This design comes from an exercise in tuning for small area on the open sky130 flow, not from production work. At most, simulation tests tie the RTL to the original design; equivalence was not proved. The RTL of run 5 was laid out without a check of its function. No activity file was given, so power comes from the tool's default toggle rates.

===== flow/config.mk =====
export PLATFORM = sky130hd
export DESIGN_NAME = physic
export DESIGN_NICKNAME = physic
export VERILOG_FILES = /design/flow/design.v
export SDC_FILE = /design/flow/constraint.sdc
export NUM_CORES = 4
export LEC_CHECK = 0
export ABC_AREA = 1
export CAP_MARGIN = 20
export CORE_MARGIN = 2
export CORE_UTILIZATION = 60
export PLACE_DENSITY = 0.7
export SLEW_MARGIN = 20

===== flow/constraint.sdc =====
create_clock -name core_clock -period 10.0 [get_ports {clk}]
set_input_delay 2.0000 -clock core_clock [delete_from_list [all_inputs] [get_ports {clk}]]
set_output_delay 2.0000 -clock core_clock [all_outputs]
set_load 0.01 [all_outputs]

===== flow/design.v =====
module physic (
    input wire clk,
    input wire rst_n,
    input wire en,
    input wire p1_move_left, p1_move_right, p1_jump, p1_smash,
    input wire p2_move_left, p2_move_right, p2_jump, p2_smash,
    input wire p1_cover,
    input wire p2_cover,
    output wire [9:0] p1_pos_x, p1_pos_y,
    output wire [9:0] p2_pos_x, p2_pos_y,
    output wire [9:0] ball_pos_x, ball_pos_y,
    output wire p1_is_smash,
    output wire p2_is_smash,
    output wire ball_is_smash,
    output reg game_over,
    output reg [1:0] winner,
    output reg valid
);
    function [1:0] fadd;    
        input a, b, ci;
        fadd = {(a & b) | (ci & (a ^ b)), a ^ b ^ ci};
    endfunction
    function bor;           
        input a, b, bi;
        bor = (~a & b) | (bi & (~a | b));
    endfunction
    wire [19:0] K5145 = 20'd5145;
    wire [19:0] K22528 = 20'd22528;
    reg  [4:0] c;
    wire busy  = |c;
    wire run   = en | busy;
    wire first = ~busy;
    wire last  = (c == 5'd19);
    always @(posedge clk or negedge rst_n)
        if (!rst_n) c <= 5'd0;
        else        c <= (run & ~last) ? c + 5'd1 : 5'd0;
    reg [10:0] x1_r;  reg [14:0] y1_r;  reg [10:0] v1_r;  reg a1;
    reg [12:0] x2_r;  reg [14:0] y2_r;  reg [10:0] v2_r;  reg a2;
    reg [19:0] bx_r, by_r, vx_r, vy_r;
    reg [3:0]  cd;
    reg f_x1L, f_x1R, f_x2L, f_x2R, f_ld1, f_ld2;
    reg f_frp, f_frn, f_h1, f_h2, f_hd1, f_hd2, f_sd1, f_sd2;
    reg f_vym, f_vyn, f_nbt, f_nbl, f_nbr, f_wl, f_wr, f_fl, f_wn, f_ce, f_bsm;
    assign p1_pos_x   = {2'b00, x1_r[10:3]};
    assign p1_pos_y   = {1'b0, y1_r[14:6]};
    assign p2_pos_x   = x2_r[12:3];
    assign p2_pos_y   = {1'b0, y2_r[14:6]};
    assign ball_pos_x = bx_r[15:6];
    assign ball_pos_y = by_r[15:6];
    assign p1_is_smash   = f_h1 & p1_smash;
    assign p2_is_smash   = f_h2 & p2_smash;
    assign ball_is_smash = f_bsm;
    wire wx1 = (c[4] | (c[3] | (c[2] | (c[1] & c[0])))) & ~(c[4] | (c[3] & (c[2] & c[1])));
    wire wx2 = (c[4] | (c[3] | (c[2] | (c[1] & c[0])))) & ~c[4];
    wire wy  = ~(c[4] | (c[3] & (c[2] & (c[1] & c[0]))));
    wire wv  = ~(c[4] | (c[3] & (c[2] | c[1])));
    wire ox1 = wx1 & x1_r[0];
    wire ox2 = wx2 & x2_r[0];
    wire oy1 = wy & y1_r[0];
    wire oy2 = wy & y2_r[0];
    wire ov1 = wv ? v1_r[0] : v1_r[10];
    wire ov2 = wv ? v2_r[0] : v2_r[10];
    wire obx = bx_r[0];
    wire oby = by_r[0];
    wire ovx = vx_r[0];
    wire ovy = vy_r[0];
    wire cdz    = (cd == 4'd0);
    wire hit    = cdz & (f_h1 | f_h2);
    wire hp1    = f_h1;
    wire hd     = hp1 ? f_hd1 : f_hd2;
    wire sd     = hp1 ? f_sd1 : f_sd2;
    wire sm     = hp1 ? p1_smash : p2_smash;
    wire air    = hp1 ? a1 : a2;
    wire dirb   = hp1 ? p1_move_right : p2_move_left;
    wire header = hit & hd;
    wire body   = hit & ~hd;
    wire nbs    = f_nbl | f_nbr;
    wire wall   = f_wl | f_wr;
    wire mvR1 = p1_move_right & f_x1R;
    wire mvL1 = p1_move_left & f_x1L & ~mvR1;
    wire mvR2 = p2_move_right & f_x2R;
    wire mvL2 = p2_move_left & f_x2L & ~mvR2;
    wire js1  = p1_jump & ~a1;
    wire js2  = p2_jump & ~a2;
    wire ld1  = a1 & f_ld1;
    wire ld2  = a2 & f_ld2;
    reg [9:0] acy;
    wire [19:0] M200 = 20'd200, M6400 = 20'd6400, M33280 = 20'd33280, M650 = 20'd650, M25 = 20'd25;
    wire [19:0] M1500 = 20'd1500, M1000 = 20'd1000, M999 = 20'd999, M666 = 20'd666, M320 = 20'd320;
    wire [19:0] M400 = 20'd400, M3 = 20'd3, M100 = 20'd100, M750 = 20'd750;
    wire [19:0] M28160 = 20'd28160, M7680 = 20'd7680, M15166 = 20'd15166, M20674 = 20'd20674;
    wire [19:0] M2 = 20'd2, M35838 = 20'd35838, M7937 = 20'd7937, M1025 = 20'd1025, M4097 = 20'd4097;
    wire [19:0] M4865 = 20'd4865, M3200 = 20'd3200, M1 = 20'd1, M25600 = 20'd25600, M5120 = 20'd5120;
    wire x1m = (game_over & M6400[c]) | (~game_over & (mvR1 | mvL1) & M200[c]);
    wire x1s = ~game_over & ~mvR1 & mvL1;
    wire [1:0] sx1 = fadd(~game_over & ox1, x1s ^ x1m, first ? x1s : acy[0]);
    wire nx1 = sx1[0];
    wire x2m = (game_over & M33280[c]) | (~game_over & (mvR2 | mvL2) & M200[c]);
    wire x2s = ~game_over & ~mvR2 & mvL2;
    wire [1:0] sx2 = fadd(~game_over & ox2, x2s ^ x2m, first ? x2s : acy[1]);
    wire nx2 = sx2[0];
    wire y1set = game_over | ld1;
    wire [1:0] sy1 = fadd(~y1set & oy1,
                          y1set ? K22528[c] : (a1 & ov1),
                          ~first & acy[2]);
    wire ny1 = sy1[0];
    wire v1s = ~y1set & js1;                               
    wire v1m = (v1s & M650[c]) | (~y1set & ~js1 & a1 & M25[c]);
    wire [1:0] sv1 = fadd(~(y1set | js1) & ov1, v1s ^ v1m, first ? v1s : acy[3]);
    wire nv1 = sv1[0];
    wire y2set = game_over | ld2;
    wire [1:0] sy2 = fadd(~y2set & oy2,
                          y2set ? K22528[c] : (a2 & ov2),
                          ~first & acy[4]);
    wire ny2 = sy2[0];
    wire v2s = ~y2set & js2;
    wire v2m = (v2s & M650[c]) | (~y2set & ~js2 & a2 & M25[c]);
    wire [1:0] sv2 = fadd(~(y2set | js2) & ov2, v2s ^ v2m, first ? v2s : acy[5]);
    wire nv2 = sv2[0];
    reg vxA, vxV, vxS;
    reg m1500, m1000, m999, m666, m320, m400, m3;
    always @* begin
        vxA = 1'b0; vxV = 1'b0; vxS = 1'b0;
        {m1500, m1000, m999, m666, m320, m400, m3} = 7'd0;
        if (game_over) ;
        else if (nbs | (~f_fl & wall)) begin vxV = 1'b1; vxS = 1'b1; end
        else if (f_fl) ;
        else if (header & sm) begin
            vxS = ~hp1;
            if (air) begin m1500 = dirb; m1000 = ~dirb; end
            else     begin m999  = dirb; m666  = ~dirb; end
        end
        else if (header) begin vxA = 1'b1; m320 = 1'b1; vxS = ~sd; end
        else if (body)   begin m400 = 1'b1; vxS = ~sd; end
        else if (f_frp)  begin vxA = 1'b1; m3 = 1'b1; vxS = 1'b1; end
        else if (f_frn)  begin vxA = 1'b1; m3 = 1'b1; end
        else vxA = 1'b1;
    end
    wire vxM = (m1500 & M1500[c]) | (m1000 & M1000[c]) | (m999 & M999[c]) | (m666 & M666[c]) |
               (m320 & M320[c]) | (m400 & M400[c]) | (m3 & M3[c]);
    wire [1:0] svx = fadd(vxA & ovx, vxS ^ (vxV ? ovx : vxM), first ? vxS : acy[6]);
    wire nvx = svx[0];
    reg vyA, vyV, vyS;
    reg n25, n100, n999, n666, n750;
    always @* begin
        vyA = 1'b0; vyV = 1'b0; vyS = 1'b0;
        {n25, n100, n999, n666, n750} = 5'd0;
        if (game_over) ;
        else if (f_nbt | f_ce) begin vyV = 1'b1; vyS = 1'b1; end
        else if (f_fl) ;
        else if (header & sm) begin
            if (air) n100 = 1'b1;
            else begin vyS = 1'b1; n999 = dirb; n666 = ~dirb; end
        end
        else if (header) begin
            vyS = 1'b1;
            if (f_vym) n750 = 1'b1;
            else       vyV = 1'b1;
        end
        else if (body & f_vyn) ;
        else begin vyA = 1'b1; n25 = 1'b1; end
    end
    wire vyM = (n25 & M25[c]) | (n100 & M100[c]) | (n999 & M999[c]) | (n666 & M666[c]) | (n750 & M750[c]);
    wire [1:0] svy = fadd(vyA & ovy, vyS ^ (vyV ? ovy : vyM), first ? vyS : acy[7]);
    wire nvy = svy[0];
    reg [1:0] bxA;    
    reg bxV, bxS;
    reg q28160, q7680, q15166, q20674, q2, q35838, q7937, q1024, q4097, q4864;
    always @* begin
        bxA = 2'd0; bxV = 1'b0; bxS = 1'b0;
        {q28160, q7680, q15166, q20674, q2, q35838, q7937, q1024, q4097, q4864} = 10'd0;
        if (game_over) begin q28160 = (winner == 2'd1); q7680 = (winner != 2'd1); end
        else if (f_nbl) q15166 = 1'b1;
        else if (f_nbr) q20674 = 1'b1;
        else if (f_wl)  q2 = 1'b1;
        else if (f_wr)  q35838 = 1'b1;
        else if (body) begin
            bxA = hp1 ? 2'd2 : 2'd3;
            bxS = ~sd;
            if (hp1) begin q7937 = sd; q1024 = ~sd; end
            else     begin q4097 = sd; q4864 = ~sd; end
        end
        else begin bxA = 2'd1; bxV = 1'b1; end
    end
    wire bxM = (q28160 & M28160[c]) | (q7680 & M7680[c]) | (q15166 & M15166[c]) | (q20674 & M20674[c]) |
               (q2 & M2[c]) | (q35838 & M35838[c]) | (q7937 & M7937[c]) | (q1024 & M1025[c]) |
               (q4097 & M4097[c]) | (q4864 & M4865[c]);
    wire abx = (bxA == 2'd1) ? obx : (bxA == 2'd2) ? ox1 : (bxA == 2'd3) ? ox2 : 1'b0;
    wire [1:0] sbx = fadd(abx, bxS ^ (bxV ? ovx : bxM), first ? bxS : acy[8]);
    wire nbx = sbx[0];
    reg [1:0] byA;    
    reg byV, byS;
    reg r3200, r1, r25600;
    always @* begin
        byA = 2'd0; byV = 1'b0; byS = 1'b0;
        {r3200, r1, r25600} = 3'd0;
        if (game_over)  r3200 = 1'b1;
        else if (f_ce)  r1 = 1'b1;
        else if (f_fl)  r25600 = 1'b1;
        else if (header) begin byA = hp1 ? 2'd2 : 2'd3; byS = 1'b1; end
        else begin byA = 2'd1; byV = 1'b1; end
    end
    wire byM = (r3200 & M3200[c]) | (r1 & M1[c]) | (r25600 & M25600[c]) | (byS & M5120[c]);
    wire aby = (byA == 2'd1) ? oby : (byA == 2'd2) ? oy1 : (byA == 2'd3) ? oy2 : 1'b0;
    wire [1:0] sby = fadd(aby, byS ^ (byV ? ovy : byM), first ? byS : acy[9]);
    wire nby = sby[0];
    always @(posedge clk)
        acy <= {sby[1], sbx[1], svy[1], svx[1], sv2[1], sy2[1], sv1[1], sy1[1], sx2[1], sx1[1]};
    reg [2:0] dcy;
    wire [1:0] d13 = fadd(nby, nvy, ~first & dcy[0]);            
    wire [1:0] d14 = fadd(d13[0], K5145[c], ~first & dcy[1]);    
    wire [1:0] d15 = fadd(nbx, nvx, ~first & dcy[2]);            
    wire nyA = d14[0], nxs = d15[0];
    function maj;
        input a, b, ci;
        maj = (a & b) | (ci & (a | b));
    endfunction
    reg [3:0] scy;
    wire e0 = nbx ^ nx1 ^ (~first & scy[0]);       
    wire e1 = nby ^ ny1 ^ (~first & scy[1]);       
    wire e2 = nbx ^ nx2 ^ (~first & scy[2]);       
    wire e3 = nby ^ ny2 ^ (~first & scy[3]);       
    wire e0h = nbx | scy[0], e1h = nby | scy[1], e2h = nbx | scy[2], e3h = nby | scy[3];
    reg [9:0] gq;
    wire [20:0] KM1024 = -21'd1024, K7936 = 21'd7936, K1536 = 21'd1536, KM5120 = -21'd5120;
    wire [20:0] K8192 = 21'd8192, KM4864 = -21'd4864, K4096 = 21'd4096;
    wire g0 = (last ? maj(KM1024[20], ~e0h, bor(KM1024[c], e0, gq[0])) : bor(KM1024[c], e0, ~first & gq[0]));    
    wire g1 = (last ? maj(e0h, ~K7936[20], bor(e0, K7936[c], gq[1])) : bor(e0, K7936[c], ~first & gq[1]));     
    wire g2 = (last ? maj(K1536[20], ~e0h, bor(K1536[c], e0, gq[2])) : bor(K1536[c], e0, ~first & gq[2]));     
    wire g3 = (last ? maj(KM5120[20], ~e1h, bor(KM5120[c], e1, gq[3])) : bor(KM5120[c], e1, ~first & gq[3]));    
    wire g4 = (last ? maj(e1h, ~K8192[20], bor(e1, K8192[c], gq[4])) : bor(e1, K8192[c], ~first & gq[4]));     
    wire g5 = (last ? maj(KM4864[20], ~e2h, bor(KM4864[c], e2, gq[5])) : bor(KM4864[c], e2, ~first & gq[5]));    
    wire g6 = (last ? maj(e2h, ~K4096[20], bor(e2, K4096[c], gq[6])) : bor(e2, K4096[c], ~first & gq[6]));     
    wire g7 = (last ? maj(K1536[20], ~e2h, bor(K1536[c], e2, gq[7])) : bor(K1536[c], e2, ~first & gq[7]));     
    wire g8 = (last ? maj(KM5120[20], ~e3h, bor(KM5120[c], e3, gq[8])) : bor(KM5120[c], e3, ~first & gq[8]));    
    wire g9 = (last ? maj(e3h, ~K8192[20], bor(e3, K8192[c], gq[9])) : bor(e3, K8192[c], ~first & gq[9]));     
    reg [2:0] cq;
    wire lst = last;
    wire [19:0] K400 = 20'd400, KM400 = -20'd400, KM512 = -20'd512;
    wire [19:0] K19200 = 20'd19200, K15168 = 20'd15168, K20672 = 20'd20672;
    wire [19:0] K1 = 20'd1, K35839 = 20'd35839, K25600 = 20'd25600, K20480 = 20'd20480;
    wire [19:0] K15360 = 20'd15360, K17920 = 20'd17920;
    wire [19:0] KW5120 = 20'd519168, KW2560 = 20'd521728, KW3840 = 20'd520448;
    wire c15 = (lst ? bor(~(K19200[c]), ~(nyA), cq[3-3]) : bor(K19200[c], nyA, ~first & cq[3-3]));  
    wire c16 = (lst ? bor(~(K15168[c]), ~(nxs), cq[4-3]) : bor(K15168[c], nxs, ~first & cq[4-3]));  
    wire c17 = (lst ? bor(~(nxs), ~(K20672[c]), cq[5-3]) : bor(nxs, K20672[c], ~first & cq[5-3]));  
    wire [19:0] NX = {nbx, bx_r[19:1]};
    wire [19:0] NY = {nby, by_r[19:1]};
    wire [19:0] NVX = {nvx, vx_r[19:1]};
    wire [19:0] NVY = {nvy, vy_r[19:1]};
    wire c12 = ~NVX[19] & (NVX[18] | (NVX[17] | (NVX[16] | (NVX[15] | (NVX[14] | (NVX[13] | (NVX[12] | (NVX[11] | (NVX[10] | (NVX[9] | (NVX[8] & (NVX[7] & (NVX[6] | (NVX[5] | (NVX[4] & (NVX[3] | (NVX[2] | (NVX[1] | NVX[0]))))))))))))))))));     
    wire c13 = NVX[19] & ~(NVX[18] & (NVX[17] & (NVX[16] & (NVX[15] & (NVX[14] & (NVX[13] & (NVX[12] & (NVX[11] & (NVX[10] & (NVX[9] & (NVX[8] | (NVX[7] | (NVX[6] & (NVX[5] & NVX[4]))))))))))))));    
    wire c14 = ~NVY[19] | (NVY[18] & (NVY[17] & (NVY[16] & (NVY[15] & (NVY[14] & (NVY[13] & (NVY[12] & (NVY[11] & (NVY[10] & (NVY[9] & (NVY[8] | (NVY[7] | (NVY[6] | (NVY[5] | (NVY[4] | (NVY[3] | (NVY[2] | (NVY[1] | NVY[0]))))))))))))))))));    
    wire c18 = (NY[19] | ~(NY[18] | (NY[17] | (NY[16] | (NY[15] | (NY[14] | (NY[13] & (NY[12] & (NY[11] & NY[10])))))))));     
    wire c19 = (NX[19] | ~(NX[18] | (NX[17] | (NX[16] | (NX[15] | (NX[14] & (NX[13] | (NX[12] | (NX[11] | (NX[10] & NX[9]))))))))));     
    wire c20 = (~NX[19] & (NX[18] | (NX[17] | (NX[16] | (NX[15] | (NX[14] | (NX[13] | (NX[12] | (NX[11] | (NX[10] | (NX[9] | (NX[8] | (NX[7] | (NX[6] | (NX[5] | (NX[4] | (NX[3] | (NX[2] | NX[1]))))))))))))))))));         
    wire c21 = (NX[19] | ~(NX[18] | (NX[17] | (NX[16] | (NX[15] & (NX[14] | (NX[13] | (NX[12] | (NX[11] & (NX[10] | (NX[9] & (NX[8] & (NX[7] & (NX[6] & (NX[5] & (NX[4] & (NX[3] & (NX[2] & (NX[1] & NX[0])))))))))))))))))));     
    wire c22 = (NY[19] | ~(NY[18] | (NY[17] | (NY[16] | (NY[15] | (NY[14] & (NY[13] & (NY[12] | (NY[11] | NY[10])))))))));     
    wire c23 = (NX[19] | ~(NX[18] | (NX[17] | (NX[16] | (NX[15] | (NX[14] & (NX[13] | NX[12])))))));     
    wire c24 = (~NY[19] & (NY[18] | (NY[17] | (NY[16] | (NY[15] | (NY[14] | (NY[13] | (NY[12] | (NY[11] | (NY[10] | (NY[9] | (NY[8] | (NY[7] | (NY[6] | (NY[5] | (NY[4] | (NY[3] | (NY[2] | (NY[1] | NY[0])))))))))))))))))));         
    wire c25 = (NX[19] | ~(NX[18] & (NX[17] & (NX[16] & (NX[15] & (NX[14] & (NX[13] & (NX[12] | (NX[11] & NX[10])))))))));    
    wire c26 = (NX[19] | ~(NX[18] & (NX[17] & (NX[16] & (NX[15] & (NX[14] & (NX[13] & (NX[12] & (NX[11] | (NX[10] & NX[9]))))))))));    
    wire c27 = (NY[19] | ~(NY[18] & (NY[17] & (NY[16] & (NY[15] & (NY[14] & (NY[13] & (NY[12] | (NY[11] & NY[10])))))))));    
    wire c28 = (NY[19] | ~(NY[18] & (NY[17] & (NY[16] & (NY[15] & (NY[14] & (NY[13] & (NY[12] & (NY[11] | (NY[10] & NY[9]))))))))));    
    wire c29 = (NY[19] | ~(NY[18] & (NY[17] & (NY[16] & (NY[15] & (NY[14] & (NY[13] & (NY[12] & (NY[11] | (NY[10] | (NY[9] | NY[8])))))))))));    
    wire h1a = c25 & g0;            
    wire h1b = g1;                  
    wire h1c = c27 & g3;            
    wire h1d = g4;                  
    wire h2a = c25 & g5;            
    wire h2b = g6;                  
    wire h2c = c27 & g8;
    wire h2d = g9;
    wire hd1n = ~c28 | e1h;         
    wire hd2n = ~c28 | e3h;
    wire sd1n = c26 & g2;           
    wire sd2n = c26 & g7;           
    wire ntop = ~c29 | c18;         
    wire nlft = ~c26 | c19;         
    wire nzx_n = nvx | (|vx_r[19:1]);
    wire nzy_n = nvy | (|vy_r[19:1]);
    wire bsm_x = NVX[19] ? (NVX[15] & (|NVX[14:0]) & ~(NVX[14] & (NVX[13] & (NVX[12] & (NVX[11] & (NVX[10] & (NVX[9] | (NVX[8] & (NVX[7] & (NVX[6] | (NVX[5] & (NVX[4] | NVX[3]))))))))))))
                         : (~NVX[15] & (NVX[14] | (NVX[13] | (NVX[12] | (NVX[11] | (NVX[10] | (NVX[9] & (NVX[8] | (NVX[7] | (NVX[6] & (NVX[5] | (NVX[4] & (NVX[3] & (NVX[2] | (NVX[1] | NVX[0])))))))))))))));
    wire bsm_y = NVY[19] ? (NVY[15] & (|NVY[14:0]) & ~(NVY[14] & (NVY[13] & (NVY[12] & (NVY[11] & (NVY[10] & (NVY[9] | (NVY[8] & (NVY[7] & (NVY[6] | (NVY[5] & (NVY[4] | NVY[3]))))))))))))
                         : (~NVY[15] & (NVY[14] | (NVY[13] | (NVY[12] | (NVY[11] | (NVY[10] | (NVY[9] & (NVY[8] | (NVY[7] | (NVY[6] & (NVY[5] | (NVY[4] & (NVY[3] & (NVY[2] | (NVY[1] | NVY[0])))))))))))))));
    always @(posedge clk) begin
        dcy <= {d15[1], d14[1], d13[1]};
        scy <= {bor(nby, ny2, ~first & scy[3]), bor(nbx, nx2, ~first & scy[2]),
                bor(nby, ny1, ~first & scy[1]), bor(nbx, nx1, ~first & scy[0])};
        gq <= {g9, g8, g7, g6, g5, g4, g3, g2, g1, g0};
        cq <= {c17, c16, c15};
    end
    localparam [19:0] R_X1 = 20'd6400, R_Y = 20'd22528, R_X2 = 20'd33280;
    localparam [19:0] R_BX = 20'd7680, R_BY = 20'd3200;
    always @(posedge clk or negedge rst_n) begin
        if (!rst_n) begin
            x1_r <= R_X1[13:3]; y1_r <= R_Y[14:0]; v1_r <= 11'd0; a1 <= 1'b0;
            x2_r <= R_X2[15:3]; y2_r <= R_Y[14:0]; v2_r <= 11'd0; a2 <= 1'b0;
            bx_r <= R_BX; by_r <= R_BY; vx_r <= 20'd0; vy_r <= 20'd0;
            cd <= 4'd0; game_over <= 1'b0; winner <= 2'd0; valid <= 1'b0;
            f_x1L <= 1'b1; f_x1R <= 1'b1; f_x2L <= 1'b1; f_x2R <= 1'b0;
            f_ld1 <= 1'b0; f_ld2 <= 1'b0;
            f_frp <= 1'b0; f_frn <= 1'b0; f_h1 <= 1'b0; f_h2 <= 1'b0;
            f_hd1 <= 1'b1; f_hd2 <= 1'b1; f_sd1 <= 1'b0; f_sd2 <= 1'b0;
            f_vym <= 1'b1; f_vyn <= 1'b0; f_nbt <= 1'b0; f_nbl <= 1'b0; f_nbr <= 1'b0;
            f_wl <= 1'b0; f_wr <= 1'b0; f_fl <= 1'b0; f_wn <= 1'b1; f_ce <= 1'b0;
            f_bsm <= 1'b0;
        end else begin
            valid <= last;
            if (run) begin
                bx_r <= {nbx, bx_r[19:1]};
                by_r <= {nby, by_r[19:1]};
                vx_r <= {nvx, vx_r[19:1]};
                vy_r <= {nvy, vy_r[19:1]};
                if (wx1) x1_r <= {nx1, x1_r[10:1]};
                if (wx2) x2_r <= {nx2, x2_r[12:1]};
                if (wy) begin
                    y1_r <= {ny1, y1_r[14:1]};
                    y2_r <= {ny2, y2_r[14:1]};
                end
                if (wv) begin
                    v1_r[9:0] <= {nv1, v1_r[9:1]};
                    v2_r[9:0] <= {nv2, v2_r[9:1]};
                end
            end
            if (last) begin
                v1_r[10] <= nv1;
                v2_r[10] <= nv2;
                a1 <= ~game_over & (js1 | (a1 & ~f_ld1));
                a2 <= ~game_over & (js2 | (a2 & ~f_ld2));
                cd <= ~cdz ? cd - 4'd1 : (f_h1 | f_h2) ? 4'd15 : 4'd0;
                game_over <= ~game_over & f_fl;
                winner <= f_fl ? (f_wn ? 2'd2 : 2'd1) : winner;
                f_x1L <= |x1_r;
                f_x1R <= ~(x1_r[10] & x1_r[9]);
                f_x2L <= (x2_r[12] | (x2_r[11] & (x2_r[10] | (x2_r[9] & (x2_r[8] | (x2_r[7] | (x2_r[6] | (x2_r[5] | (x2_r[4] | (x2_r[3] | (x2_r[2] | (x2_r[1] | x2_r[0]))))))))))));
                f_x2R <= ~x2_r[12];
                f_ld1 <= ({nv1, v1_r[9:0]} == 11'd675);
                f_ld2 <= ({nv2, v2_r[9:0]} == 11'd675);
                f_h1  <= h1a & h1b & h1c & h1d;
                f_h2  <= h2a & h2b & h2c & h2d;
                f_hd1 <= hd1n;
                f_hd2 <= hd2n;
                f_sd1 <= sd1n;
                f_sd2 <= sd2n;
                f_frp <= c12;
                f_frn <= c13;
                f_vym <= c14;
                f_vyn <= nvy;
                f_nbt <= c15 & c16 & c17 & ntop & ~nvy & nzy_n;
                f_nbl <= c15 & c16 & c17 & ~ntop & nlft & ~nvx & nzx_n;
                f_nbr <= c15 & c16 & c17 & ~ntop & ~nlft & nvx;
                f_wl  <= ~c20;
                f_wr  <= ~c21;
                f_fl  <= ~c22;
                f_wn  <= c23;
                f_ce  <= ~c24;
                f_bsm <= bsm_x | bsm_y;
            end
        end
    end
endmodule

===== flow/flow/run.sh =====
#!/bin/bash
# Own layout flow: the standard flow (standard.sh, unchanged synthesis and steps), with
# the smallest buffer for the port buffers and clock tree synthesis without dummy loads.
set -euo pipefail
export BUFFER_PORTS_ARGS="-buffer_cell sky130_fd_sc_hd__buf_1"
export CTS_ARGS="-sink_clustering_enable -repair_clock_nets -dont_use_dummy_load -buf_list sky130_fd_sc_hd__clkbuf_4 -sink_clustering_size 16 -sink_clustering_max_diameter 45"
bash standard.sh > standard_flow.log 2>&1

===== flow/standard.sh =====
#!/bin/bash
# synth_recipe.tcl (not shown) runs the flow's synth.tcl, then flattens the netlist and writes it again
# the make line also repeats each setting of config.mk as NAME=value (left out here)
make -C /OpenROAD-flow-scripts/flow DESIGN_CONFIG=/design/flow/config.mk WORK_HOME=/design/flow/orfs CLKGATE_MAP_FILE= SYNTH_SCRIPT=/design/flow/synth_recipe.tcl "${@:-finish}"

==> impl_metrics.tcl, run 1 <==
set metrics [dict create \
    grt_pass1_vias 8765 \
    mostFrequentLayoutCells "nand2_1 (318), inv_1 (205), dfrtp_1 (171), nor2_1 (146), o21ai_0 (115)" \
    yosys.area_share.simple 0.223 \
    postSynth.asyncResetShare 0.867 \
    crit_type "primary input to flip-flop" \
    yosys-mux-area-fraction 0.00693 \
    core_um2 19500 \
    cts_buffers 31 \
    synth_edf_count 0 \
    post_cts_buffers 0 \
    clk_pin_slew_ns 0.10 \
    gp_congestion 0.944 \
    ys_ff_latch 226 \
    netlist_area_um2 11900 \
    worst_setup_path_start_kind "primary input" \
    synthCells 1484 \
    status "timing/DRC/antenna clean" \
    grt_overflow_total 0 \
    synth_adder_area_share 0.0384 \
    endpoint_kind "flip-flop" \
    worstMarginPinSlew_ns 0.889 \
    nNetsFinal 1528 \
    synthXorXnorAreaFrac 0.00367 \
    hpwl_mm 17.7 \
    power_mw 4.68 \
    wl_mm 25.4 \
    yosysSeqAreaShare 0.464 \
    cp_data_arrival_time_ns 5.88 \
    hold_class "flip-flop to flip-flop" \
    synth_top_area_cell "dfrtp_1" \
    power_density_nw_per_um2 390 \
    fin_tns_setup_ns 0 \
    synth_ff_type "dfrtp_1" \
    ctsResizeCount 0 \
    row_count 51 \
    synth_top_family_by_area "simple AND/OR/NAND/NOR gates" \
    start_util 0.612 \
    n_fill_cell 1817 \
    die-area_um2 21000 \
    final_common_cell "nand2_1" \
    rsz0062_at_grt "false" \
    drive_gt1_frac 0.0673 \
    tritoncts "yes" \
    cts_root_buf "clkbuf_4" \
    port_buffers 73 \
    synth-compound-area-share 0.127 \
    syn2layout_area_growth_pct 0.693 \
    synth_area_per_cell_um2 8.03 \
    hold_buffers 0 \
    ios 80 \
    slew_headroom 0.406 \
    min_period_over_period 0.522 \
    dr.pass1.iters 5 \
    grt_first_pass_wirelength_mm 43.4 \
    cts.sinks 226 \
    cts.path.max_buffers 3 \
    crit_required_ns 10.66 \
    hold_viol_final 0 \
    ys.warnings.count 1 \
    drtIter0Drc 572 \
    slew_viol_final 0 \
    vdd_drop_max_mv 0.152 \
    clkLatencyLatePin_ns 0.72 \
    synth_top_area_frac 0.359 \
    die_y_um 145 \
    grt_max_degree 117 \
    num_vias 9336 \
    p_leak_nw 5.92 \
    wl_per_cell_um 14.5 \
    fin_crit_ns 5.22 \
    rrSetupSlack_ns 4.93 \
    die_w_um 145 \
    htree_levels 1 \
    setup_viol 0 \
    maxCapViolations 0 \
    final_core_util 0.617 \
    viasPerCell 5.33 \
    antenna_found_initial 1 \
    fmax_mhz 192 \
    finalClockSkew_ns 0.0721 \
    synth_area_leaders "dfrtp_1 (36%), nand2_1 (10%), inv_1 (6.5%)" \
    drc_errors 0 \
    netlist-cell-type-count 55 \
    worst-path-max-fanout 5 \
    ant_nets 0 \
    grt_usage 0.247 \
    timing.hold.ws_ns 0.462 \
]
-- logic make-up (layout without fill, tap and decap cells) --
group | Yosys count | in the layout
XOR/XNOR | 5 | 5
buffers and inverters | 323 | 322
AO/OA/AOI/OAI | 272 | 272
multiplexers | 6 | 6
other | 1 | 6
flip-flops | 226 | 226
AND/OR/NAND/NOR | 624 | 624
adder cells (fa/ha/maj) | 27 | 27
-- layer usage --
| metal | vias to the layer above | track usage | share of wire |
|---|---|---|---|
| met1 | 4340 | 0.349 | 0.46 |
| met3 | 61 | 0.0368 | 0.046 |
| met5 | - | 0 | 0 |
| met4 | 0 | 0.0985 | 0.040 |
| li1 | 4722 | - | - |
| met2 | 213 | 0.388 | 0.45 |
-- critical path: stages --
cell     delay [ns]
buf_1          0.07
nand2_1        0.06
inv_1          0.11
a21oi_1        0.19
inv_1          0.09
nor2_2         0.19
nand3_1        0.09
nand2_1        0.08
inv_1          0.04
nand2_1        0.07
o21ai_0        0.09
nand2_1        0.07
nand2_1        0.06
fa_1           0.60
inv_1          0.14
fa_1           0.56
inv_1          0.06
fa_1           0.47
inv_1          0.11
nor2_1         0.06
o21ai_0        0.17
nand2_1        0.09
nor2_1         0.22
nand4_1        0.11
nand2_1        0.08
-- through the flow --
step | instance area (um^2) | std cells | setup slack (ns)
floorplan | 11900 | 1487 | 4.67
global placement | 11800 | 1720 | 4.19
detailed placement | 11800 | 1720 | 4.11
CTS | 12000 | 1751 | 4.86
global route | 12000 | 1753 | 4.45
finish | 12000 | 1753 | 4.78
-- state kept, by name (all words and copies together), names as in the netlist, 4 cells and up --
signal	count
vy_r	20
vx_r	20
c	5
x1_r	11
v2_r	11
x2_r	13
acy	10
y1_r	15
cd	4
bx_r	20
scy	4
by_r	20
v1_r	11
gq	10
y2_r	15
-- path summary, 6_finish.rpt --
kind                                  to     start  depth (start not counted)
worst max-delay path               f_nbl  p1_smash                         25
worst min-delay path             vx_r[2]   vx_r[3]                          2
worst max register to register     f_nbl      c[2]                         20
worst min register to register   vx_r[2]   vx_r[3]                          2
max in group asynchronous       vx_r[14]     rst_n                          2
min in group asynchronous        x2_r[3]     rst_n                          1
-- where the power goes --
part	internal [mW]	leakage [nW]	total, mW	switching, mW
logic	0.861	3.22	2.50	1.64
clock network	0.141	0.143	0.429	0.288
registers	1.40	2.56	1.75	0.351
-- cells in the mapped netlist, types with 2 or more instances --
cell and count:
nand4_1 26, fa_1 16, o21bai_1 2, nand3b_1 2
mux2_2 2, a21oi_1 62, a22oi_1 3, buf_6 18
nand3_1 72, clkbuf_1 7, nor3_1 29, inv_4 2
ha_1 11, o21ai_1 38, o31ai_1 2, o21ai_0 115
mux2_4 4, buf_4 68, nand2_2 3, nand2_4 3
a2111oi_0 2, o21ai_2 4, inv_2 4, o22ai_1 6
nor2_1 146, o21a_1 3, dfstp_2 25, a32o_1 3
o211ai_1 9, clkinv_1 2, dfxtp_1 30, a21oi_2 5
buf_2 16, inv_1 205, nor4_1 15, nand2_1 318
a211oi_1 2, nor2_4 3, dfrtp_1 171, xor2_1 4
a31oi_1 9, nor2_2 4
-- layout make-up --
class | count | area, um^2 | area share
tap | 265 | 332 | 0.0276
inverter | 213 | 805 | 0.0670
clock buffer | 31 | 233 | 0.0194
timing repair buffer | 78 | 323 | 0.0269
sequential | 226 | 5540 | 0.461
multi-input combinational | 938 | 4770 | 0.397
antenna | 2 | 5.00 | 0.000417
==> run 2: changes to the inputs <==
==> flow/flow/run.sh (replaced) <==
#!/bin/bash
# Own layout flow: the standard flow (standard.sh, unchanged synthesis and steps), with
# the smallest buffer for the port buffers and clock tree synthesis without dummy loads.
set -euo pipefail
export BUFFER_PORTS_ARGS="-buffer_cell sky130_fd_sc_hd__buf_1"
export CTS_ARGS="-sink_clustering_enable -repair_clock_nets -dont_use_dummy_load -buf_list {sky130_fd_sc_hd__clkbuf_2 sky130_fd_sc_hd__clkbuf_4} -sink_clustering_size 12 -sink_clustering_max_diameter 35"
bash standard.sh > standard_flow.log 2>&1
==> run 2 against run 1 <==
Net effect: still clean; die area unchanged; maximum frequency down 1.7%; global-route usage up 0.13 points; design area up 0.46%; clock-buffer cell count up 8; combinational power about the same.
==> impl_metrics.tcl, run 2 <==
set metrics [dict create \
    status "timing/DRC/antenna clean" \
    worstMarginPinSlew_ns 0.886 \
    n_fill_cell 1823 \
    htree_levels 2 \
    ant_nets 0 \
    synth_top_area_frac 0.359 \
    synth_area_per_cell_um2 8.03 \
    ios 80 \
    drc_errors 0 \
    final_cells 1759 \
    die_y_um 145 \
    core_um2 19500 \
    vdd_drop_max_mv 0.158 \
    dp_cells 1720 \
    power_density_nw_per_um2 392 \
    die-area_um2 21000 \
    crit_type "primary input to flip-flop" \
    wl_mm 25.5 \
    dr.pass1.iters 5 \
    hold_class "flip-flop to flip-flop" \
    cp_common_cell "nand2_1" \
    cts_root_buf "clkbuf_4" \
    syn2layout_area_growth_pct 1.15 \
    tritoncts "yes" \
    fin_crit_ns 5.31 \
    ys.warnings.count 1 \
    ctsResizeCount 0 \
    finalClockSkew_ns 0.0767 \
    grt_first_pass_wirelength_mm 43.4 \
    maxCapViolations 0 \
    port_buffers 73 \
    drtIter0Drc 539 \
    die_w_um 145 \
    clkLatencyLatePin_ns 0.66 \
    start_util 0.612 \
    row_count 51 \
    wl_per_cell_um 14.5 \
    cts.path.max_buffers 3 \
    hpwl_mm 17.7 \
    num_antenna_cells 0 \
    cpPeakStageDelay_ns 0.59 \
    hold_viol_final 0 \
    antenna_found_initial 0 \
    min_period_over_period 0.531 \
    slew_viol_final 0 \
    met2_usage 0.389 \
    ys_top_cells_by_count "nand2_1 (318), inv_1 (205), dfrtp_1 (171), nor2_1 (146), o21ai_0 (115)" \
    synth_area_leaders "dfrtp_1 (36%), nand2_1 (10%), inv_1 (6.5%)" \
    worst_setup_path_start_kind "primary input" \
    ys_ff_latch 226 \
    gp_congestion 0.944 \
    synth.most_common_cell "nand2_1" \
    cp_data_arrival_time_ns 5.88 \
    hold_buffers 0 \
    yosysSeqAreaShare 0.464 \
    setup_viol 0 \
    fmax_mhz 188 \
    fin_area_um2 12100 \
    crit_slowest_cell "fa_1" \
    fin_tns_setup_ns 0 \
    crit_required_ns 10.57 \
    path_buf_inv 7 \
    grt_usage 0.249 \
    worst-path-max-fanout 5 \
    rsz0062_at_grt "false" \
    synth_ff_type "dfrtp_1" \
    synthCells 1484 \
    dpl_cell_area_um2 11800 \
    p_leak_nw 5.96 \
    mostFrequentLayoutCells "nand2_1 (318), inv_1 (205), dfrtp_1 (171), nor2_1 (146), o21ai_0 (115)" \
    grt_overflow_total 0 \
    synth_top_area_cell "dfrtp_1" \
    crit_family "adder cells" \
    endpoint_kind "flip-flop" \
    final_common_cell "nand2_1" \
    met1_usage 0.344 \
    clk_pin_slew_ns 0.10 \
    timing.hold.ws_ns 0.474 \
    final_core_util 0.620 \
    postSynth.asyncResetShare 0.867 \
    cts_buffers 39 \
    grt_pass1_vias 8861 \
    netlist_area_um2 11900 \
    slew_headroom 0.407 \
    grt.busiest_layer "met2" \
    nNetsFinal 1536 \
    netlist-cell-type-count 55 \
    num_vias 9405 \
    cts.sinks 226 \
    grt_max_degree 117 \
    drive_gt1_frac 0.0723 \
    viasPerCell 5.35 \
    synth_edf_count 0 \
    post_cts_buffers 0 \
    met3_usage 0.0415 \
]
[run 2: area by class of cell]
type	count	area, um^2	area share
flip-flops and latches	226	5540	0.459
multi-input cells	938	4770	0.396
inverters	213	805	0.0667
well taps	265	332	0.0275
repair buffers	78	323	0.0268
clock buffers	39	293	0.0243
[run 2: final timing paths]
path                       startpoint       end  slack (ns)  cells after the start
max                          p1_smash     f_nbl        4.69                     25
min in group asynchronous       rst_n   x2_r[3]        1.50                      1
max in group asynchronous       rst_n  vx_r[14]        7.23                      2
min reg2reg                  by_r[17]  by_r[16]        0.47                      2
max reg2reg                      c[2]     f_nbl        4.90                     20
min                          by_r[17]  by_r[16]        0.47                      2
[run 2: layer usage]
metal | share of wire | wire length [um]
met3 | 0.047 | 1200
met2 | 0.45 | 11500
met4 | 0.041 | 1040
met1 | 0.46 | 11800
met5 | 0 | 0
[run 2: through the flow]
| step | worst slack (ns) | power, mW |
|---|---|---|
| floorplan | 4.67 | 3.79 |
| global placement | 4.19 | 4.19 |
| detailed placement | 4.11 | 4.27 |
| CTS | 4.77 | 4.77 |
| global route | 4.35 | 5.26 |
| finish | 4.69 | 4.73 |
[run 2: kinds of logic (layout without fill, tap and decap cells)]
family                   after synthesis  count (layout)  share of synthesized area
adder cells (fa/ha/maj)               27              27                     0.0384
multiplexers                           6               6                    0.00693
XOR/XNOR                               5               5                    0.00367
AND/OR/NAND/NOR                      624             624                      0.223
other                                  1               4                   0.000315
AO/OA/AOI/OAI                        272             272                      0.127
flip-flops                           226             226                      0.464
buffers and inverters                323             330                      0.137
[run 2: power breakdown]
part | internal, mW | switching (mW) | leakage [nW]
sequential | 1.40 | 0.351 | 2.56
combinational | 0.860 | 1.64 | 3.22
clock | 0.179 | 0.302 | 0.179
total | 2.44 | 2.29 | 5.96
[run 2: worst min-delay path: cells and delay by family, from the launching register on]
kind	cells	cell delay, ns
simple gates	1	0.07
compound gates	1	0.05
flops	1	0.34
==> run 3: changes to the inputs <==
==> flow/flow/run.sh (replaced) <==
#!/bin/bash
# Own layout flow: the standard flow (standard.sh, unchanged synthesis and steps), with
# the smallest buffer for the port buffers and clock tree synthesis without dummy loads.
set -euo pipefail
export BUFFER_PORTS_ARGS="-buffer_cell sky130_fd_sc_hd__buf_1"
export CTS_ARGS="-sink_clustering_enable -repair_clock_nets -dont_use_dummy_load -buf_list sky130_fd_sc_hd__clkbuf_8 -sink_clustering_size 32 -sink_clustering_max_diameter 60"
bash standard.sh > standard_flow.log 2>&1
==> run 3 against run 2 <==
Net effect: global-route usage down 0.38 points; clock power shrank 7.5%; critical path depth unchanged; first-iteration DRC count up 0.74%; setup slack got worse by 0.13 ns; maximum frequency decreased by 2.4%; clock skew decreased by 0.0068 ns; critical path type unchanged; combinational power about the same; non-clock buffer count unchanged; die area is the same; register-to-register slack about the same.
==> impl_metrics.tcl, run 3 <==
set metrics [dict create \
    status "timing/DRC/antenna clean" \
    mostFrequentLayoutCells "nand2_1 (318), inv_1 (205), dfrtp_1 (171), nor2_1 (146), o21ai_0 (115)" \
    synth.most_common_cell "nand2_1" \
    worst-path-max-fanout 5 \
    cts_buffers 18 \
    final_core_util 0.617 \
    yosysSeqAreaShare 0.464 \
    grt_usage 0.245 \
    drc_errors 0 \
    crit_slowest_cell "fa_1" \
    ctsResizeCount 0 \
    rsz0062_at_grt "false" \
    setup_viol 0 \
    path_buf_inv 7 \
    dp_slack_ns 4.11 \
    die-area_um2 21000 \
    internal-power_mw 2.42 \
    num_vias 9287 \
    met2_length_mm 11.5 \
    hold_buffers 0 \
    cts_root_buf "clkbuf_8" \
    clkLatencyLatePin_ns 0.55 \
    synth_area_per_cell_um2 8.03 \
    timing.hold.ws_ns 0.466 \
    wl_met3_mm 1.10 \
    fin_tns_setup_ns 0 \
    wl_per_cell_um 14.5 \
    finalClockSkew_ns 0.0699 \
    crit_start "p1_smash" \
    nNetsFinal 1515 \
    grt_first_pass_wirelength_mm 42.9 \
    die_y_um 145 \
    grt_overflow_total 0 \
    fmax_mhz 184 \
    grt_pass1_vias 8667 \
    synth_ff_type "dfrtp_1" \
    endpoint_kind "flip-flop" \
    ios 80 \
    n_fill_cell 1798 \
    hold_viol_final 0 \
    pwr-share-seq 0.373 \
    postSynth.asyncResetShare 0.867 \
    synth_top_area_cell "dfrtp_1" \
    r2r-start "c[2]" \
    antenna_found_initial 0 \
    power_mw 4.69 \
    grt_max_degree 117 \
    synth_edf_count 0 \
    ant_nets 0 \
    layout_setup_ws_ns 4.56 \
    syn2layout_area_growth_pct 0.777 \
    die_w_um 145 \
    tritoncts "yes" \
    clk_pin_slew_ns 0.10 \
    slew_viol_final 0 \
    r2r_cells 20 \
    fin_crit_ns 5.44 \
    num_antenna_cells 0 \
    min_period_over_period 0.544 \
    row_count 51 \
    final_common_cell "nand2_1" \
    gp_congestion 0.944 \
    port_buffers 73 \
    top_layer_used "met4" \
    cts.path.max_buffers 3 \
    ys_top_cells_by_count "nand2_1 (318), inv_1 (205), dfrtp_1 (171), nor2_1 (146), o21ai_0 (115)" \
    hpwl_mm 17.7 \
    crit_required_ns 10.42 \
    power_density_nw_per_um2 391 \
    cp.depth 25 \
    netlist_area_um2 11900 \
    pwr-share-clk 0.095 \
    start_util 0.612 \
    cp_common_cell "nand2_1" \
    synth_area_leaders "dfrtp_1 (36%), nand2_1 (10%), inv_1 (6.5%)" \
    swShare 0.484 \
    ys.warnings.count 1 \
    holdPathStages 2 \
    met1_length_mm 11.7 \
    post_cts_buffers 0 \
    netlist-cell-type-count 55 \
    ys_ff_latch 226 \
    drtIter0Drc 543 \
    synthCells 1484 \
    htree_levels 1 \
    cpPeakStageDelay_ns 0.60 \
    comb_power_share 0.532 \
    drive_gt1_frac 0.0591 \
    cts.sinks 226 \
    cp_data_arrival_time_ns 5.87 \
    worstMarginPinSlew_ns 0.879 \
    wl_mm 25.2 \
    p_leak_nw 5.91 \
    crit_type "primary input to flip-flop" \
    vdd_drop_max_mv 0.192 \
    viasPerCell 5.34 \
    slew_headroom 0.412 \
    min_from "bx_r[10]" \
    worst_setup_path_start_kind "primary input" \
    dr.pass1.iters 5 \
    synth_top_area_frac 0.359 \
    crit_family "adder cells" \
    maxCapViolations 0 \
    hold_class "flip-flop to flip-flop" \
    core_um2 19500 \
    switching_power_mw 2.27 \
]
run 3: cell types whose count changed in the layout (fill, tap and decap cells not counted):
cell / previous run / this run
clkbuf_4: 40 / 1
clkbuf_8: 0 / 18
run 3: per-stage QoR:
step,area (um^2),instances
CTS,12000,1738
global placement,11800,1720
floorplan,11900,1487
detailed placement,11800,1720
finish,12000,1738
global route,12000,1738
run 3: kinds of logic (layout without fill, tap and decap cells):
family / after synthesis / count (layout) / share of synthesized area
adders and majority gates: 27 / 27 / 0.0384
buffers and inverters: 323 / 309 / 0.137
other: 1 / 4 / 0.000315
DFF: 226 / 226 / 0.464
xor gates and xnor gates: 5 / 5 / 0.00367
muxes: 6 / 6 / 0.00693
and+or+nand+nor: 624 / 624 / 0.223
AOI/OAI and AO/OA: 272 / 272 / 0.127
run 3: power groups by stage:
stage | Combinational, mW | Sequential (mW) | Clock [mW]
after floorplan | 2.15 | 1.64 | 0
after global placement | 2.43 | 1.76 | 0
after detailed placement | 2.50 | 1.76 | 0
after CTS | 2.51 | 1.75 | 0.464
after global routing | 2.91 | 1.81 | 0.498
final | 2.50 | 1.75 | 0.445
run 3: cell type report:
class	instances	area (um^2)	share of cell area
inverter	213	805	0.0670
sequential	226	5540	0.461
clock buffer	18	248	0.0206
timing repair buffer	78	323	0.0269
tap	265	332	0.0276
multi-input combinational	938	4770	0.397
run 3: tightest hold or removal path, cell delays in order, from the launching register on:
cell and delay [ns]:
dfstp_2 0.39, nand2_1 0.06, o21ai_1 0.05
run 3: final timing paths:
kind,slack (ns),to
worst max-delay path,4.56,f_nbl
worst min-delay path,0.47,bx_r[9]
worst max register to register,4.89,f_nbl
worst min register to register,0.47,bx_r[9]
max in group asynchronous,7.11,vx_r[13]
min in group asynchronous,1.58,x2_r[0]
run 3: routing by layer:
| metal | GRT usage | vias up |
|---|---|---|
| li1 | - | 4671 |
| met5 | 0 | - |
| met2 | 0.387 | 211 |
| met3 | 0.0308 | 55 |
| met4 | 0.0886 | 0 |
| met1 | 0.350 | 4350 |
==> run 4: changes to the inputs <==
==> flow/flow/run.sh (replaced) <==
#!/bin/bash
# Own layout flow: the standard flow (standard.sh, unchanged synthesis and steps), with
# the smallest buffer for the port buffers and clock tree synthesis without dummy loads.
set -euo pipefail
export BUFFER_PORTS_ARGS="-buffer_cell sky130_fd_sc_hd__buf_1"
export CTS_ARGS="-sink_clustering_enable -repair_clock_nets -dont_use_dummy_load -buf_list sky130_fd_sc_hd__clkbuf_4 -sink_clustering_size 10 -sink_clustering_max_diameter 35"
bash standard.sh > standard_flow.log 2>&1
==> run 4 against run 3 <==
Net effect: still clean on timing, DRC and antenna; cell count is 1.2% higher; clock skew rose by 0.0068 ns; critical path depth did not move; critical endpoint unchanged.
==> impl_metrics.tcl, run 4 <==
set metrics [dict create \
    power_density_nw_per_um2 392 \
    synth.most_common_cell "nand2_1" \
    post_cts_buffers 0 \
    finalClockSkew_ns 0.0767 \
    slew_viol_final 0 \
    hpwl_mm 17.7 \
    drc_errors 0 \
    endpoint_kind "flip-flop" \
    layout_setup_ws_ns 4.69 \
    vdd_drop_max_mv 0.158 \
    yosys-mux-area-fraction 0.00693 \
    netlist_area_um2 11900 \
    crit_required_ns 10.57 \
    reg2reg_to "f_nbl" \
    cp_data_arrival_time_ns 5.88 \
    nNetsFinal 1536 \
    drtIter0Drc 539 \
    status "timing/DRC/antenna clean" \
    synth_adder_area_share 0.0384 \
    hold_class "flip-flop to flip-flop" \
    ant_nets 0 \
    slew_headroom 0.407 \
    wl_per_cell_um 14.5 \
    clk_pin_slew_ns 0.10 \
    num_antenna_cells 0 \
    ys_top_cells_by_count "nand2_1 (318), inv_1 (205), dfrtp_1 (171), nor2_1 (146), o21ai_0 (115)" \
    hold_buffers 0 \
    ys_ff_latch 226 \
    wl_mm 25.5 \
    netlist-cell-type-count 55 \
    synthCells 1484 \
    synth_area_leaders "dfrtp_1 (36%), nand2_1 (10%), inv_1 (6.5%)" \
    die_w_um 145 \
    yosys.area_share.simple 0.223 \
    viasPerCell 5.35 \
    grt_usage 0.249 \
    clkLatencyLatePin_ns 0.66 \
    die_y_um 145 \
    synth_top_area_cell "dfrtp_1" \
    row_count 51 \
    hold_viol_final 0 \
    grt_max_degree 117 \
    core_um2 19500 \
    antenna_found_initial 0 \
    htree_levels 2 \
    worst_setup_path_start_kind "primary input" \
    ios 80 \
    r2r_cells 20 \
    grt_overflow_total 0 \
    r2r-start "c[2]" \
    synthXorXnorAreaFrac 0.00367 \
    synth_top_family_by_area "simple AND/OR/NAND/NOR gates" \
    synth_edf_count 0 \
    cts.sinks 226 \
    final-seq-area_um2 5540 \
    synth-compound-area-share 0.127 \
    num_vias 9405 \
    ctsResizeCount 0 \
    syn2layout_area_growth_pct 1.15 \
    drive_gt1_frac 0.0723 \
    rrSetupSlack_ns 4.90 \
    postSynth.asyncResetShare 0.867 \
    ys.warnings.count 1 \
    fmax_mhz 188 \
    maxCapViolations 0 \
    crit_type "primary input to flip-flop" \
    worstMarginPinSlew_ns 0.886 \
    port_buffers 73 \
    final_common_cell "nand2_1" \
    yosysSeqAreaShare 0.464 \
    dp_slack_ns 4.11 \
    tritoncts "yes" \
    min_from "by_r[17]" \
    rsz0062_at_grt "false" \
    grt_first_pass_wirelength_mm 43.4 \
    fin_crit_ns 5.31 \
    worst-path-max-fanout 5 \
    dr.pass1.iters 5 \
    synth_top_area_frac 0.359 \
    cts_buffers 39 \
    multiInputGateArea_um2 4770 \
    fin_tns_setup_ns 0 \
    cts.path.max_buffers 3 \
    die-area_um2 21000 \
    setup_viol 0 \
    p_leak_nw 5.96 \
    synth_area_per_cell_um2 8.03 \
    min_period_over_period 0.531 \
    worstHoldEndpoint "by_r[16]" \
    holdPathStages 2 \
    gp_congestion 0.944 \
    cts_root_buf "clkbuf_4" \
    synth_ff_type "dfrtp_1" \
    start_util 0.612 \
    n_fill_cell 1823 \
    mostFrequentLayoutCells "nand2_1 (318), inv_1 (205), dfrtp_1 (171), nor2_1 (146), o21ai_0 (115)" \
    grt_pass1_vias 8861 \
]
run 4: changes by cell type in the layout (fill, tap and decap cells not counted), sizes merged:
cell,previous run,this run
clkbuf,19,40
run 4: power by group:
group	internal (mW)	switching (mW)	leakage [nW]
combinational	0.860	1.64	3.22
clock	0.179	0.302	0.179
sequential	1.40	0.351	2.56
run 4: per-stage QoR:
stage	total power [mW]	hold WS, ns	util	std cells	area [um^2]
2_1_floorplan	3.79	0.450	-	1487	11900
3_3_place_gp	4.19	0.463	0.604	1720	11800
3_5_place_dp	4.27	0.468	0.604	1720	11800
4_1_cts	4.77	0.474	0.619	1759	12100
5_1_grt	5.26	0.504	0.620	1759	12100
6_report	4.73	0.474	0.620	1759	12100
run 4: how the worst max path moves through the flow:
| stage | end | depth (start not counted) | from |
|---|---|---|---|
| after floorplan | f_nbl | 24 | p1_smash |
| after global placement | f_nbl | 25 | p1_smash |
| after detailed placement | f_nbl | 25 | p1_smash |
| after CTS | f_nbl | 25 | p1_smash |
| after global routing | f_nbt | 25 | p1_smash |
| final | f_nbl | 25 | p1_smash |
run 4: layout make-up:
class,count,share of cell area
tap,265,0.0275
timing repair buffer,78,0.0268
multi-input combinational,938,0.396
sequential,226,0.459
inverter,213,0.0667
clock buffer,39,0.0243
run 4: layer usage:
metal | wire length [um] | vias up | GRT usage
li1 | - | 4742 | -
met1 | 11800 | 4385 | 0.344
met2 | 11500 | 212 | 0.389
met3 | 1200 | 66 | 0.0415
met4 | 1040 | 0 | 0.111
met5 | 0 | - | 0
run 4: worst max-delay path, cell delays in order:
cell      delay [ns]
buf_1           0.07
nand2_1         0.06
inv_1           0.11
a21oi_1         0.19
inv_1           0.09
nor2_2          0.19
nand3_1         0.09
nand2_1         0.08
inv_1           0.04
nand2_1         0.07
o21ai_0         0.09
nand2_1         0.07
nand2_1         0.06
fa_1            0.59
inv_1           0.14
fa_1            0.55
inv_1           0.06
fa_1            0.53
inv_1           0.07
a21boi_1        0.13
or2_2           0.11
nand2_1         0.06
nor2_1          0.22
nand4_1         0.11
nand2_1         0.08
run 4: kinds of logic after synthesis:
kind of cell / count (synthesis)
DFF: 226
buffers and inverters: 323
AOI/OAI and AO/OA: 272
muxes: 6
other: 1
adders and majority gates: 27
and+or+nand+nor: 624
xor gates and xnor gates: 5
==> run 5: changes to the inputs <==
--- a/flow/design.v
+++ b/flow/design.v
@@ -41,4 +41,6 @@
     reg f_x1L, f_x1R, f_x2L, f_x2R, f_ld1, f_ld2;
-    reg f_frp, f_frn, f_h1, f_h2, f_hd1, f_hd2, f_sd1, f_sd2;
-    reg f_vym, f_vyn, f_nbt, f_nbl, f_nbr, f_wl, f_wr, f_fl, f_wn, f_ce, f_bsm;
+    reg f_frp, f_frn, f_h1, f_h2, f_hd, f_sd;
+    reg f_vyq, f_na, f_nb, f_wl, f_wr, f_fa, f_fb, f_bsm;
+    wire f_nbt = ~f_na & f_nb, f_nbl = f_na & ~f_nb, f_nbr = f_na & f_nb;
+    wire f_fl = f_fa, f_ce = ~f_fa & f_fb, f_wn = f_fb;
     assign p1_pos_x   = {2'b00, x1_r[10:3]};
@@ -69,4 +71,4 @@
     wire hp1    = f_h1;
-    wire hd     = hp1 ? f_hd1 : f_hd2;
-    wire sd     = hp1 ? f_sd1 : f_sd2;
+    wire hd     = f_hd;
+    wire sd     = f_sd;
     wire sm     = hp1 ? p1_smash : p2_smash;
@@ -76,3 +78,3 @@
     wire body   = hit & ~hd;
-    wire nbs    = f_nbl | f_nbr;
+    wire nbs    = f_na;
     wire wall   = f_wl | f_wr;
@@ -156,6 +158,6 @@
             vyS = 1'b1;
-            if (f_vym) n750 = 1'b1;
+            if (f_vyq) n750 = 1'b1;
             else       vyV = 1'b1;
         end
-        else if (body & f_vyn) ;
+        else if (body & f_vyq) ;
         else begin vyA = 1'b1; n25 = 1'b1; end
@@ -273,2 +275,4 @@
     wire h2d = g9;
+    wire net = c15 & c16 & c17;
+    wire hit1n = h1a & h1b & h1c & h1d;
     wire hd1n = ~c28 | e1h;         
@@ -303,5 +307,5 @@
             f_frp <= 1'b0; f_frn <= 1'b0; f_h1 <= 1'b0; f_h2 <= 1'b0;
-            f_hd1 <= 1'b1; f_hd2 <= 1'b1; f_sd1 <= 1'b0; f_sd2 <= 1'b0;
-            f_vym <= 1'b1; f_vyn <= 1'b0; f_nbt <= 1'b0; f_nbl <= 1'b0; f_nbr <= 1'b0;
-            f_wl <= 1'b0; f_wr <= 1'b0; f_fl <= 1'b0; f_wn <= 1'b1; f_ce <= 1'b0;
+            f_hd <= 1'b1; f_sd <= 1'b0;
+            f_vyq <= 1'b1; f_na <= 1'b0; f_nb <= 1'b0;
+            f_wl <= 1'b0; f_wr <= 1'b0; f_fa <= 1'b0; f_fb <= 1'b0;
             f_bsm <= 1'b0;
@@ -339,20 +343,15 @@
                 f_ld2 <= ({nv2, v2_r[9:0]} == 11'd675);
-                f_h1  <= h1a & h1b & h1c & h1d;
+                f_h1  <= hit1n;
                 f_h2  <= h2a & h2b & h2c & h2d;
-                f_hd1 <= hd1n;
-                f_hd2 <= hd2n;
-                f_sd1 <= sd1n;
-                f_sd2 <= sd2n;
+                f_hd  <= hit1n ? hd1n : hd2n;
+                f_sd  <= hit1n ? sd1n : sd2n;
                 f_frp <= c12;
                 f_frn <= c13;
-                f_vym <= c14;
-                f_vyn <= nvy;
-                f_nbt <= c15 & c16 & c17 & ntop & ~nvy & nzy_n;
-                f_nbl <= c15 & c16 & c17 & ~ntop & nlft & ~nvx & nzx_n;
-                f_nbr <= c15 & c16 & c17 & ~ntop & ~nlft & nvx;
+                f_vyq <= (hit1n ? hd1n : hd2n) ? c14 : nvy;
+                f_na  <= net & ~ntop & (nlft ? (~nvx & nzx_n) : nvx);
+                f_nb  <= net & (ntop ? (~nvy & nzy_n) : ~nlft & nvx);
                 f_wl  <= ~c20;
                 f_wr  <= ~c21;
-                f_fl  <= ~c22;
-                f_wn  <= c23;
-                f_ce  <= ~c24;
+                f_fa  <= ~c22;
+                f_fb  <= ~c22 ? c23 : ~c24;
                 f_bsm <= bsm_x | bsm_y;
==> flow/flow/run.sh (replaced) <==
#!/bin/bash
# Own layout flow: the standard flow (standard.sh, unchanged synthesis and steps), with
# the smallest buffer for the port buffers and clock tree synthesis without dummy loads.
set -euo pipefail
export BUFFER_PORTS_ARGS="-buffer_cell sky130_fd_sc_hd__buf_1"
export CTS_ARGS="-sink_clustering_enable -repair_clock_nets -dont_use_dummy_load -buf_list sky130_fd_sc_hd__clkbuf_4 -sink_clustering_size 12 -sink_clustering_max_diameter 38"
bash standard.sh > standard_flow.log 2>&1
--- a/flow/config.mk
+++ b/flow/config.mk
@@ -7,3 +7,4 @@
 export LEC_CHECK = 0
-export ABC_AREA = 1
+export ABC_AREA = 0
+export ABC_CLOCK_PERIOD_IN_PS = 100000
 export CAP_MARGIN = 20
==> run 5 against run 4 <==
Net effect: largest cell class unchanged; critical endpoint is now f_vyq; largest power group unchanged; sequential share of layout area is 0.46 points higher; global-route usage is 0.80 points lower; via count is 8.5% lower.
==> impl_metrics.tcl, run 5 <==
set metrics [dict create \
    final_core_util 0.626 \
    start_util 0.610 \
    n_fill_cell 1691 \
    vdd_drop_max_mv 0.161 \
    min_period_over_period 0.583 \
    timing.hold.ws_ns 0.443 \
    fin_crit_ns 5.83 \
    synthCells 1239 \
    grt_usage 0.241 \
    cts_root_buf "clkbuf_4" \
    worstMarginPinSlew_ns 1.02 \
    die_y_um 142 \
    grt_first_pass_wirelength_mm 39.2 \
    rsz0062_at_grt "false" \
    wl_mm 24.0 \
    hold_viol_final 0 \
    p_leak_nw 5.40 \
    num_vias 8609 \
    gp_congestion 0.895 \
    yosysSeqAreaShare 0.475 \
    htree_levels 2 \
    grt_pass1_vias 7973 \
    nNetsFinal 1291 \
    finalClockSkew_ns 0.0592 \
    netlist-cell-type-count 72 \
    status "timing/DRC/antenna clean" \
    crit_family "adder cells" \
    holdPathStages 1 \
    grt_overflow_total 0 \
    syn2layout_area_growth_pct 2.52 \
    synth_area_leaders "dfrtp_1 (37%), nand2_1 (11%), mux2_1 (6.1%)" \
    cts.path.max_buffers 3 \
    drtIter0Drc 553 \
    worst_setup_path_start_kind "flip-flop" \
    netlist_area_um2 11400 \
    ctsResizeCount 0 \
    ant_nets 0 \
    synth_top_area_cell "dfrtp_1" \
    hold_class "flip-flop to flip-flop" \
    crit_slowest_cell "fa_1" \
    port_buffers 73 \
    synth_area_per_cell_um2 9.18 \
    synth_ff_type "dfrtp_1" \
    ios 80 \
    r2r_cells 17 \
    mostFrequentLayoutCells "nand2_1 (320), dfrtp_1 (168), nor2_1 (72), buf_1 (72), mux2_1 (62)" \
    worst-path-max-fanout 16 \
    slew_viol_final 0 \
    final_common_cell "nand2_1" \
    postSynth.asyncResetShare 0.864 \
    antenna_found_initial 1 \
    wl_per_cell_um 16.2 \
    setup_viol 0 \
    synth_top_area_frac 0.370 \
    tritoncts "yes" \
    cts_buffers 37 \
    maxCapViolations 0 \
    r2r-start "c[1]" \
    die_w_um 142 \
    drive_gt1_frac 0.0737 \
    dp_slack_ns 3.74 \
    fin_tns_setup_ns 0 \
    crit_start "c[1]" \
    cpPeakStageDelay_ns 0.84 \
    cp_data_arrival_time_ns 6.35 \
    row_count 50 \
    endpoint_kind "flip-flop" \
    power_density_nw_per_um2 384 \
    synth.most_common_cell "nand2_1" \
    cts.sinks 221 \
    ys_top_cells_by_count "nand2_1 (320), dfrtp_1 (168), nor2_1 (73), mux2_1 (62), buf_4 (60)" \
    fmax_mhz 171 \
    crit_type "flip-flop to flip-flop" \
    ys_ff_latch 221 \
    crit_chain "inv_1 > ha_1 > nor2_1 > o22ai_1 > a221oi_1 > a221oi_1 > mux2_1 > o31ai_1 > fa_1 > inv_1 > fa_1 > a32oi_1 > o22ai_1 > nand3_1 > nor3b_2 > mux2_4 > mux2i_1" \
    hpwl_mm 16.2 \
    post_cts_buffers 0 \
    synth_edf_count 0 \
    hold_buffers 0 \
    viasPerCell 5.81 \
    clk_pin_slew_ns 0.12 \
    dr.pass1.iters 9 \
    min_from "v2_r[3]" \
    core_um2 18600 \
    layout_setup_ws_ns 4.17 \
    drc_errors 0 \
    slew_headroom 0.303 \
    cp.depth 17 \
    die-area_um2 20100 \
    path_buf_inv 2 \
    clkLatencyLatePin_ns 0.63 \
    crit_required_ns 10.52 \
    ys.warnings.count 1 \
    grt_max_degree 84 \
]
[run 5: cell count changes after synthesis, sizes merged, moves of 30 or more]
cell    previous run  this run
inv              211        41
o21ai            157        64
nor2             153        73
mux2               6        76
nand3             73        27
clkbuf             7        37
[run 5: path summary, 6_finish.rpt]
path | to | slack, ns
setup / recovery | f_vyq | 4.17
hold / removal | v2_r[2] | 0.44
setup reg to reg | f_vyq | 4.17
hold reg to reg | v2_r[2] | 0.44
max in group asynchronous | valid | 7.27
min in group asynchronous | y2_r[8] | 1.41
[run 5: area by class of cell]
class,count,area [um^2],area share
antenna,1,2.50,0.000215
multi-input combinational,863,5150,0.442
timing repair buffer,85,372,0.0319
sequential,221,5410,0.464
tap,234,293,0.0251
inverter,42,158,0.0135
clock buffer,37,278,0.0238
[run 5: report_power, final]
part,internal (mW),switching (mW),total [mW]
combinational,0.927,1.36,2.29
sequential,1.34,0.398,1.73
clock,0.170,0.286,0.457
[run 5: stage by stage]
stage / total power, mW / area, um^2 / std cells
6_report: 4.48 / 11700 / 1483
5_1_grt: 4.88 / 11700 / 1483
4_1_cts: 4.50 / 11700 / 1482
3_5_place_dp: 4.03 / 11400 / 1445
3_3_place_gp: 3.96 / 11400 / 1445
2_1_floorplan: 3.51 / 11400 / 1242
[run 5: worst register-to-register path, stage by stage, from the launching register on]
cell and delay [ns]:
dfrtp_1 0.68, inv_1 0.27, ha_1 0.40, nor2_1 0.29, o22ai_1 0.13, a221oi_1 0.30, a221oi_1 0.15, mux2_1 0.25
o31ai_1 0.08, fa_1 0.84, inv_1 0.26, fa_1 0.64, a32oi_1 0.10, o22ai_1 0.25, nand3_1 0.14, nor3b_2 0.42
mux2_4 0.38, mux2i_1 0.17
[run 5: metal layers]
metal,track usage,vias to the layer above,part of all wire
met5,0,-,0
met4,0.0916,0,0.036
met3,0.0425,71,0.050
met2,0.383,232,0.46
met1,0.334,4117,0.46
li1,-,4189,-
[run 5: cells by family after synthesis]
kind of cell	synth area share
fa+ha+maj	0.0453
compound gates	0.109
mux	0.0888
flops	0.475
other cells	0.000330
simple gates	0.207
buf+inv	0.0734
xor+xnor	0.000770

[what the ideal ports hide]
The results above use ideal ports. As a check the final layouts listed here were re-extracted and re-timed, cells and wires unchanged.
Step 1 assumes that a clkbuf_16 drives the clock port and a buf_2 every other input.
Step 2 times the ports against the registers' clock, not the clock port: input delays grow and output delays shrink by t, the midpoint of the rising clock arrivals with the driver on.
Slacks: no drivers / after step 1 / after step 2; pairs: no drivers / after step 1.
run	t (ns)	slack for setup (ns)	hold WS [ns]	clock arrival spread, ns	cell pins on the clock port's net
run 1	0.721	4.779 / 4.796 / 4.075	0.462 / 0.462 / 0.462	0.072 / 0.072	1
run 2	0.659	4.689 / 4.705 / 4.046	0.474 / 0.474 / 0.474	0.078 / 0.078	1
run 3	0.559	4.556 / 4.578 / 4.018	0.466 / 0.466 / 0.466	0.071 / 0.071	1
run 4	0.659	4.689 / 4.705 / 4.046	0.474 / 0.474 / 0.474	0.078 / 0.078	1
run 5	0.639	4.168 / 4.168 / 3.673	0.443 / 0.443 / 0.443	0.062 / 0.062	1
After both steps setup and hold are still met in every run listed. The setup slack of run 1, which loses most, moves by +0.017 ns with the drivers and by -0.704 ns with both steps.
